This design comes from an exercise in tuning for a short achievable clock period and few clock cycles on the open sky130 flow, not from production work.
No activity file was given, so power comes from the tool's default toggle rates.

==> flow/design.v <==
package definesPkg;
   parameter BTB_BITS = 4;
endpackage
module add16
(
   input  [15:0] a,
   input  [15:0] b,
   input         cin,
   output [15:0] s
);
   wire [15:0] g0 = a & b;
   wire [15:0] p0 = a ^ b;
   logic [15:0] g [0:4];
   logic [15:0] p [0:4];
   always_comb begin
      g[0] = g0;
      p[0] = p0;
      g[0][0] = g0[0] | (p0[0] & cin);
      p[0][0] = 1'b0;
      for (int k = 0; k < 4; k++) begin
         g[k+1] = g[k];
         p[k+1] = p[k];
         for (int i = (1 << k); i < 16; i++) begin
            g[k+1][i] = g[k][i] | (p[k][i] & g[k][i-(1<<k)]);
            p[k+1][i] = p[k][i] & p[k][i-(1<<k)];
         end
      end
   end
   assign s = p0 ^ {g[4][14:0], cin};
endmodule
import definesPkg::*;
module cpu
(
   input clk,
   input reset,
   output [15:0] o_pc_addr,
   output o_pc_rd,
   input [15:0] i_pc_rddata,
   output [15:0] o_ldst_addr,
   output o_ldst_rd,
   output o_ldst_wr,
   input [15:0] i_ldst_rddata,
   output [15:0] o_ldst_wrdata,
   output [127:0] o_tb_regs
);
   localparam NB = 1 << BTB_BITS;
   localparam TW = 15 - BTB_BITS;    
   localparam PT = 4;                
   logic [15:0] pc;
   logic [15:0] pcb;              
   logic [15:0] pco;              
   logic [15:0] rf [0:7];
   logic        N, Z;
   logic        d_valid;
   logic [15:0] d_pc;
   logic        d_bok;            
   logic [TW-1:0] d_btag;         
   logic        d_fall;           
   logic        d_hold;           
   logic [15:0] d_ir;
   logic        x_valid;
   logic [15:0] x_a, x_b;         
   logic [10:0] x_hi;             
   logic        x_ah, x_al;       
   logic        x_lk;             
   logic        x_bm;             
   logic [15:0] x_imm;            
   logic        x_sub, x_setf, x_wr, x_ld;
   logic [2:0]  x_rd;
   logic        x_br, x_breg, x_call, x_ret;
   logic [1:0]  x_cond;           
   logic [15:0] x_jreg, x_pc, x_pc2, x_pred;
   logic        x_eqf;            
   logic        x_ptok;           
   logic        x_z0, x_o1;       
   logic [15:0] m_addr, m_wdata;
   logic        m_rd, m_wr;
   logic        w_ld;
   logic [2:0]  w_rd;
   logic [NB-1:0] bt_v, bt_ret, bt_call;
   logic [TW-1:0] bt_tag [0:NB-1];
   logic [15:0]   bt_tgt [0:NB-1];
   logic [15:0]   rar;
   logic          u_we, u_set, u_ret, u_call;
   logic [BTB_BITS-1:0] u_idx;
   logic [TW-1:0] u_tag;
   logic [15:0]   u_tgt;
   assign o_pc_addr = pco;
   assign o_pc_rd = 1'b1;
   assign o_ldst_addr = m_addr;
   assign o_ldst_wrdata = m_wdata;
   assign o_ldst_rd = m_rd;
   assign o_ldst_wr = m_wr;
   logic [127:0] tb_regs;
   assign o_tb_regs = tb_regs;
   wire [15:0] in1 = (x_a & {{8{x_ah}}, {8{x_al}}}) | (x_pc2 & {16{x_lk}});
   wire [15:0] in2 = ((x_b ^ {16{x_sub}}) & {16{x_bm}}) | x_imm;
   wire [15:0] sum;
   add16 alu (.a(in1), .b(in2), .cin(x_sub), .s(sum));
   logic taken;
   always_comb begin
      case (x_cond)
         2'd0: taken = x_br;
         2'd1: taken = x_br & Z;
         2'd2: taken = x_br & N;
         default: taken = 1'b0;
      endcase
   end
   wire [15:0] x_tgt;
   add16 tgt_add (.a(x_pc2), .b({{4{x_hi[10]}}, x_hi, 1'b0}), .cin(1'b0), .s(x_tgt));
   wire [15:0] actual = taken ? (x_breg ? x_jreg : x_tgt) : x_pc2;
   wire        eq_r = (x_jreg == x_pred);
   wire        skip = x_valid & taken & ~x_breg & x_o1 & x_eqf & d_valid & d_fall;
   wire        mp = x_valid & ~skip &
                    (taken ? ~(x_breg ? eq_r : (x_ptok | (x_z0 & x_eqf))) : ~x_eqf);
   wire [BTB_BITS-1:0] ridx = pcb[BTB_BITS:1];
   wire        hit = bt_v[ridx] & (bt_tag[ridx][PT-1:0] == pcb[BTB_BITS+PT:BTB_BITS+1]);
   wire [15:0] pc2;
   add16 pc_inc (.a(pc), .b(16'd2), .cin(1'b0), .s(pc2));
   wire [15:0] pred_next = hit ? (bt_ret[ridx] ? rar : bt_tgt[ridx]) : pc2;
   wire [15:0] instr = d_hold ? d_ir : i_pc_rddata;
   wire [4:0]  op = instr[4:0];
   wire [2:0]  rx = instr[7:5];
   wire [2:0]  ry = instr[10:8];
   wire [15:0] d_pc2;
   add16 dpc_inc (.a(d_pc), .b(16'd2), .cin(1'b0), .s(d_pc2));
   logic use_x, use_y;
   always_comb begin
      case (op)
         5'b00001, 5'b00010, 5'b00011, 5'b00101,
         5'b10001, 5'b10010, 5'b10011, 5'b10110,
         5'b01000, 5'b01001, 5'b01010, 5'b01100: use_x = 1'b1;
         default: use_x = 1'b0;
      endcase
      case (op)
         5'b00000, 5'b00001, 5'b00010, 5'b00011, 5'b00100, 5'b00101: use_y = 1'b1;
         default: use_y = 1'b0;
      endcase
   end
   logic [15:0] va, vb;
   always_comb begin
      if (x_valid & x_wr & (x_rd == rx)) va = sum;
      else if (w_ld & (w_rd == rx)) va = i_ldst_rddata;
      else va = rf[rx];
      if (x_valid & x_wr & (x_rd == ry)) vb = sum;
      else if (w_ld & (w_rd == ry)) vb = i_ldst_rddata;
      else vb = rf[ry];
   end
   wire stall = d_valid & x_valid & x_ld & ~skip &
                ((use_x & (x_rd == rx)) | (use_y & (x_rd == ry)));
   wire go = d_valid & ~stall & ~mp & ~skip;
   wire [15:0] s8 = {{8{instr[15]}}, instr[15:8]};
   logic n_ah, n_al, n_lk, n_bm;
   logic [15:0] n_imm;
   logic n_sub, n_setf, n_wr, n_ld, n_st, n_br, n_breg, n_call, n_ret;
   logic [1:0] n_cond;
   logic [2:0] n_rd;
   always_comb begin
      n_ah = 1'b0; n_al = 1'b0; n_lk = 1'b0; n_bm = 1'b0; n_imm = 16'd0;
      n_sub = 1'b0; n_setf = 1'b0; n_wr = 1'b0; n_ld = 1'b0; n_st = 1'b0;
      n_br = 1'b0; n_breg = 1'b0; n_call = 1'b0; n_ret = 1'b0; n_cond = 2'd3;
      n_rd = rx;
      case (op)
         5'b00000: begin n_bm = 1'b1; n_wr = 1'b1; end                                  
         5'b00001: begin n_ah = 1'b1; n_al = 1'b1; n_bm = 1'b1; n_wr = 1'b1; n_setf = 1'b1; end  
         5'b00010: begin n_ah = 1'b1; n_al = 1'b1; n_bm = 1'b1; n_wr = 1'b1; n_setf = 1'b1; n_sub = 1'b1; end  
         5'b00011: begin n_ah = 1'b1; n_al = 1'b1; n_bm = 1'b1; n_setf = 1'b1; n_sub = 1'b1; end  
         5'b00100: begin n_ld = 1'b1; end                                              
         5'b00101: begin n_st = 1'b1; end                                              
         5'b10000: begin n_imm = s8; n_wr = 1'b1; end                                  
         5'b10001: begin n_ah = 1'b1; n_al = 1'b1; n_imm = s8; n_wr = 1'b1; n_setf = 1'b1; end  
         5'b10010: begin n_ah = 1'b1; n_al = 1'b1; n_imm = ~s8; n_wr = 1'b1; n_setf = 1'b1; n_sub = 1'b1; end  
         5'b10011: begin n_ah = 1'b1; n_al = 1'b1; n_imm = ~s8; n_setf = 1'b1; n_sub = 1'b1; end  
         5'b10110: begin n_al = 1'b1; n_imm = {instr[15:8], 8'd0}; n_wr = 1'b1; end    
         5'b01000: begin n_br = 1'b1; n_breg = 1'b1; n_cond = 2'd0; n_ret = (rx == 3'd7); end  
         5'b01001: begin n_br = 1'b1; n_breg = 1'b1; n_cond = 2'd1; n_ret = (rx == 3'd7); end  
         5'b01010: begin n_br = 1'b1; n_breg = 1'b1; n_cond = 2'd2; n_ret = (rx == 3'd7); end  
         5'b01100: begin n_br = 1'b1; n_breg = 1'b1; n_cond = 2'd0; n_call = 1'b1;             
                         n_lk = 1'b1; n_wr = 1'b1; n_rd = 3'd7; end
         5'b11000: begin n_br = 1'b1; n_cond = 2'd0; end                               
         5'b11001: begin n_br = 1'b1; n_cond = 2'd1; end                               
         5'b11010: begin n_br = 1'b1; n_cond = 2'd2; end                               
         5'b11100: begin n_br = 1'b1; n_cond = 2'd0; n_call = 1'b1;                     
                         n_lk = 1'b1; n_wr = 1'b1; n_rd = 3'd7; end
         default: ;
      endcase
   end
   always_ff @(posedge clk or posedge reset) begin
      if (reset) begin
         d_valid <= 1'b0;
         d_hold <= 1'b0;
         x_valid <= 1'b0;
         m_wr <= 1'b0;
         w_ld <= 1'b0;
         N <= 1'b0;
         Z <= 1'b0;
         bt_v <= '0;
         u_we <= 1'b0;
         rar <= 16'd0;
      end else begin
         if (mp & x_call) rar <= x_pc2;
         else if (!mp & hit & bt_call[ridx]) rar <= pc2;
         if (mp | skip) begin
            d_valid <= ~mp;
            d_hold <= 1'b0;
         end else if (stall) begin
            d_hold <= 1'b1;
         end else begin
            d_valid <= 1'b1;
            d_hold <= 1'b0;
         end
         x_valid <= go;
         m_wr <= go & n_st;
         w_ld <= x_valid & x_ld;
         if (x_valid & x_setf) begin
            N <= sum[15];
            Z <= (sum == 16'd0);
         end
         u_we <= mp | skip;
         if (u_we) bt_v[u_idx] <= u_set;
      end
   end
   wire [15:0] pc_next = mp ? actual : (stall ? pc : pred_next);
   always_ff @(posedge clk) begin
      if (reset) begin
         pc <= 16'd0;
         m_rd <= 1'b0;
      end else begin
         pc <= pc_next;
         m_rd <= go & n_ld;
      end
   end
   always_ff @(posedge clk or posedge reset)
      if (reset) begin
         pcb <= 16'hFFFE;
         pco <= 16'd0;
      end else begin
         pcb <= pc_next;
         pco <= pc_next;
      end
   always_ff @(posedge clk) begin
      if (stall) d_ir <= instr;
      if (!mp & !stall) begin
         d_pc <= pc;
         d_bok <= hit & ~bt_ret[ridx];
         d_btag <= bt_tag[ridx];
         d_fall <= ~hit;
      end
      x_ptok <= d_bok & (d_btag == d_pc[15:BTB_BITS+1]);
      x_z0 <= (instr[15:5] == 11'd0);
      x_o1 <= (instr[15:5] == 11'd1);
      x_a <= va;
      x_b <= vb;
      x_hi <= instr[15:5];
      x_ah <= n_ah;
      x_al <= n_al;
      x_lk <= n_lk;
      x_bm <= n_bm;
      x_imm <= n_imm;
      x_sub <= n_sub;
      x_setf <= n_setf;
      x_wr <= n_wr;
      x_ld <= n_ld;
      x_rd <= n_rd;
      x_br <= n_br;
      x_breg <= n_breg;
      x_call <= n_call;
      x_ret <= n_ret;
      x_cond <= n_cond;
      x_jreg <= va;
      x_pc <= d_pc;
      x_pc2 <= d_pc2;
      x_pred <= pc;
      m_addr <= vb;
      m_wdata <= va;
      w_rd <= x_rd;
      x_eqf <= (d_pc2 == pc);
      u_set <= taken;
      u_idx <= x_pc[BTB_BITS:1];
      u_tag <= x_pc[15:BTB_BITS+1];
      u_tgt <= actual;
      u_ret <= x_ret;
      u_call <= x_call;
      if (u_we & u_set) begin
         bt_tag[u_idx] <= u_tag;
         bt_tgt[u_idx] <= u_tgt;
         bt_ret[u_idx] <= u_ret;
         bt_call[u_idx] <= u_call;
      end
   end
   always_ff @(posedge clk)
      tb_regs <= {rf[7], rf[6], rf[5], rf[4], rf[3], rf[2], rf[1], rf[0]};
   always_ff @(posedge clk) begin
      if (reset) begin
         rf[0] <= 16'hCAFE; rf[1] <= 16'hBADD; rf[2] <= 16'hCAFE; rf[3] <= 16'hBADD;
         rf[4] <= 16'hCAFE; rf[5] <= 16'hBADD; rf[6] <= 16'hCAFE; rf[7] <= 16'hBADD;
      end else begin
         if (w_ld) rf[w_rd] <= i_ldst_rddata;
         if (x_valid & x_wr) rf[x_rd] <= sum;
      end
   end
endmodule
export LEC_CHECK = 0
export ABC_CLOCK_PERIOD_IN_PS = 1000
export CAP_MARGIN = 20
export CORE_MARGIN = 2
export CORE_UTILIZATION = 40
export SETUP_SLACK_MARGIN = 5
export SLEW_MARGIN = 20
create_clock -name core_clock -period 10.0 [get_ports {clk}]
standard.sh (not shown) runs the stock make flow with config.mk's settings and CLKGATE_MAP_FILE= SYNTH_SCRIPT=/design/flow/synth_recipe.tcl, a recipe that flattens the netlist after the stock synthesis.
==> flow/flow/run.sh <==
#!/bin/bash
# Standard ORFS layout, with repair_timing aiming for a larger setup margin.
set -euo pipefail
bash standard.sh SETUP_SLACK_MARGIN=7.0 finish > standard_flow.log 2>&1
==> next run, changes <==
--- a/flow/design.v
+++ b/flow/design.v
@@ -1,6 +1,6 @@
 package definesPkg;
-   parameter BTB_BITS = 4;
+   parameter BTB_BITS = 5;
 endpackage
 module add16
 (
    input  [15:0] a,
@@ -46,9 +46,9 @@
    localparam NB = 1 << BTB_BITS;
    localparam TW = 15 - BTB_BITS;    
    localparam PT = 4;                
    logic [15:0] pc;
-   logic [15:0] pcb;              
+   logic [NB-1:0] oh;             
    logic [15:0] pco;              
    logic [15:0] rf [0:7];
    logic        N, Z;
    logic        d_valid;
@@ -112,13 +112,31 @@
    wire        eq_r = (x_jreg == x_pred);
    wire        skip = x_valid & taken & ~x_breg & x_o1 & x_eqf & d_valid & d_fall;
    wire        mp = x_valid & ~skip &
                     (taken ? ~(x_breg ? eq_r : (x_ptok | (x_z0 & x_eqf))) : ~x_eqf);
-   wire [BTB_BITS-1:0] ridx = pcb[BTB_BITS:1];
-   wire        hit = bt_v[ridx] & (bt_tag[ridx][PT-1:0] == pcb[BTB_BITS+PT:BTB_BITS+1]);
+   logic [15:0]   s_tgt;
+   logic [TW-1:0] s_tag;
+   logic          s_v, s_ret, s_call;
+   always_comb begin
+      s_tgt = '0; s_tag = '0; s_v = 1'b0; s_ret = 1'b0; s_call = 1'b0;
+      for (int i = 0; i < NB; i++) begin
+         s_tgt = s_tgt | (bt_tgt[i] & {16{oh[i]}});
+         s_tag = s_tag | (bt_tag[i] & {TW{oh[i]}});
+         s_v = s_v | (bt_v[i] & oh[i]);
+         s_ret = s_ret | (bt_ret[i] & oh[i]);
+         s_call = s_call | (bt_call[i] & oh[i]);
+      end
+   end
+   wire        hit = s_v & (s_tag[PT-1:0] == pc[BTB_BITS+PT:BTB_BITS+1]);
    wire [15:0] pc2;
    add16 pc_inc (.a(pc), .b(16'd2), .cin(1'b0), .s(pc2));
-   wire [15:0] pred_next = hit ? (bt_ret[ridx] ? rar : bt_tgt[ridx]) : pc2;
+   wire [15:0] pred_next = hit ? (s_ret ? rar : s_tgt) : pc2;
+   function automatic [NB-1:0] onehot(input [BTB_BITS-1:0] i);
+      onehot = '0;
+      onehot[i] = 1'b1;
+   endfunction
+   wire [NB-1:0] oh_pred = hit ? (s_ret ? onehot(rar[BTB_BITS:1]) : onehot(s_tgt[BTB_BITS:1]))
+                               : {oh[NB-2:0], oh[NB-1]};
    wire [15:0] instr = d_hold ? d_ir : i_pc_rddata;
    wire [4:0]  op = instr[4:0];
    wire [2:0]  rx = instr[7:5];
    wire [2:0]  ry = instr[10:8];
@@ -198,9 +216,9 @@
          u_we <= 1'b0;
          rar <= 16'd0;
       end else begin
          if (mp & x_call) rar <= x_pc2;
-         else if (!mp & hit & bt_call[ridx]) rar <= pc2;
+         else if (!mp & hit & s_call) rar <= pc2;
          if (mp | skip) begin
             d_valid <= ~mp;
             d_hold <= 1'b0;
          end else if (stall) begin
@@ -230,21 +248,21 @@
          m_rd <= go & n_ld;
       end
    end
    always_ff @(posedge clk or posedge reset)
-      if (reset) begin
-         pcb <= 16'hFFFE;
-         pco <= 16'd0;
-      end else begin
-         pcb <= pc_next;
-         pco <= pc_next;
-      end
+      if (reset) pco <= 16'd0;
+      else pco <= pc_next;
+   always_ff @(posedge clk) begin
+      if (reset) oh <= onehot('0);
+      else if (mp) oh <= onehot(actual[BTB_BITS:1]);
+      else if (!stall) oh <= oh_pred;
+   end
    always_ff @(posedge clk) begin
       if (stall) d_ir <= instr;
       if (!mp & !stall) begin
          d_pc <= pc;
-         d_bok <= hit & ~bt_ret[ridx];
-         d_btag <= bt_tag[ridx];
+         d_bok <= hit & ~s_ret;
+         d_btag <= s_tag;
          d_fall <= ~hit;
       end
       x_ptok <= d_bok & (d_btag == d_pc[15:BTB_BITS+1]);
       x_z0 <= (instr[15:5] == 11'd0);
The new run produced a clean layout.
Flip-flop and latch count goes up by 471.
Final area goes up by 40%.
Worst setup slack is better by 0.21 ns.
Clock-buffer cell count goes up by 65.
Die area is higher by about 40%.
Cell count rose by about 45%.
Synthesized area climbs by 42%.
Combinational power rises by 22%.
Sequential power increases by 48%.
Fmax climbs by about 6%.
Total power rises by about 43%.
Clock skew went up by 0.076 ns.
Routed wire length increases by about 70%.
No functional check of the RTL was part of any run of this note.

==> re-timing with driven ports <==
How much do the figures lean on ideal ports? The routed layouts below were timed once more, with nothing changed but the port constraints. Step 1: set_driving_cell puts a clkbuf_16 on clk and a buf_2 on each other input, an assumption about the parent block. Step 2 also shifts input and output timing later by t, the mid clock arrival at the registers, as if the neighbouring blocks saw the same clock. Slacks: ideal ports / drivers / drivers and shift; pairs: ideal ports / drivers.
run | t (ns) | setup WS [ns] | clock arrival spread, ns | worst register clock-pin slew, ns
the first run | 0.752 | 6.260 / 6.276 / 5.524 | 0.027 / 0.027 | 0.07 / 0.07
the second run | 0.875 | 6.469 / 6.384 / 5.663 | 0.097 / 0.097 | 0.07 / 0.07
After both steps every run listed still meets setup and hold. For the second run, which loses most, drivers alone change the setup slack by -0.085 ns; drivers and shift together by -0.806 ns.
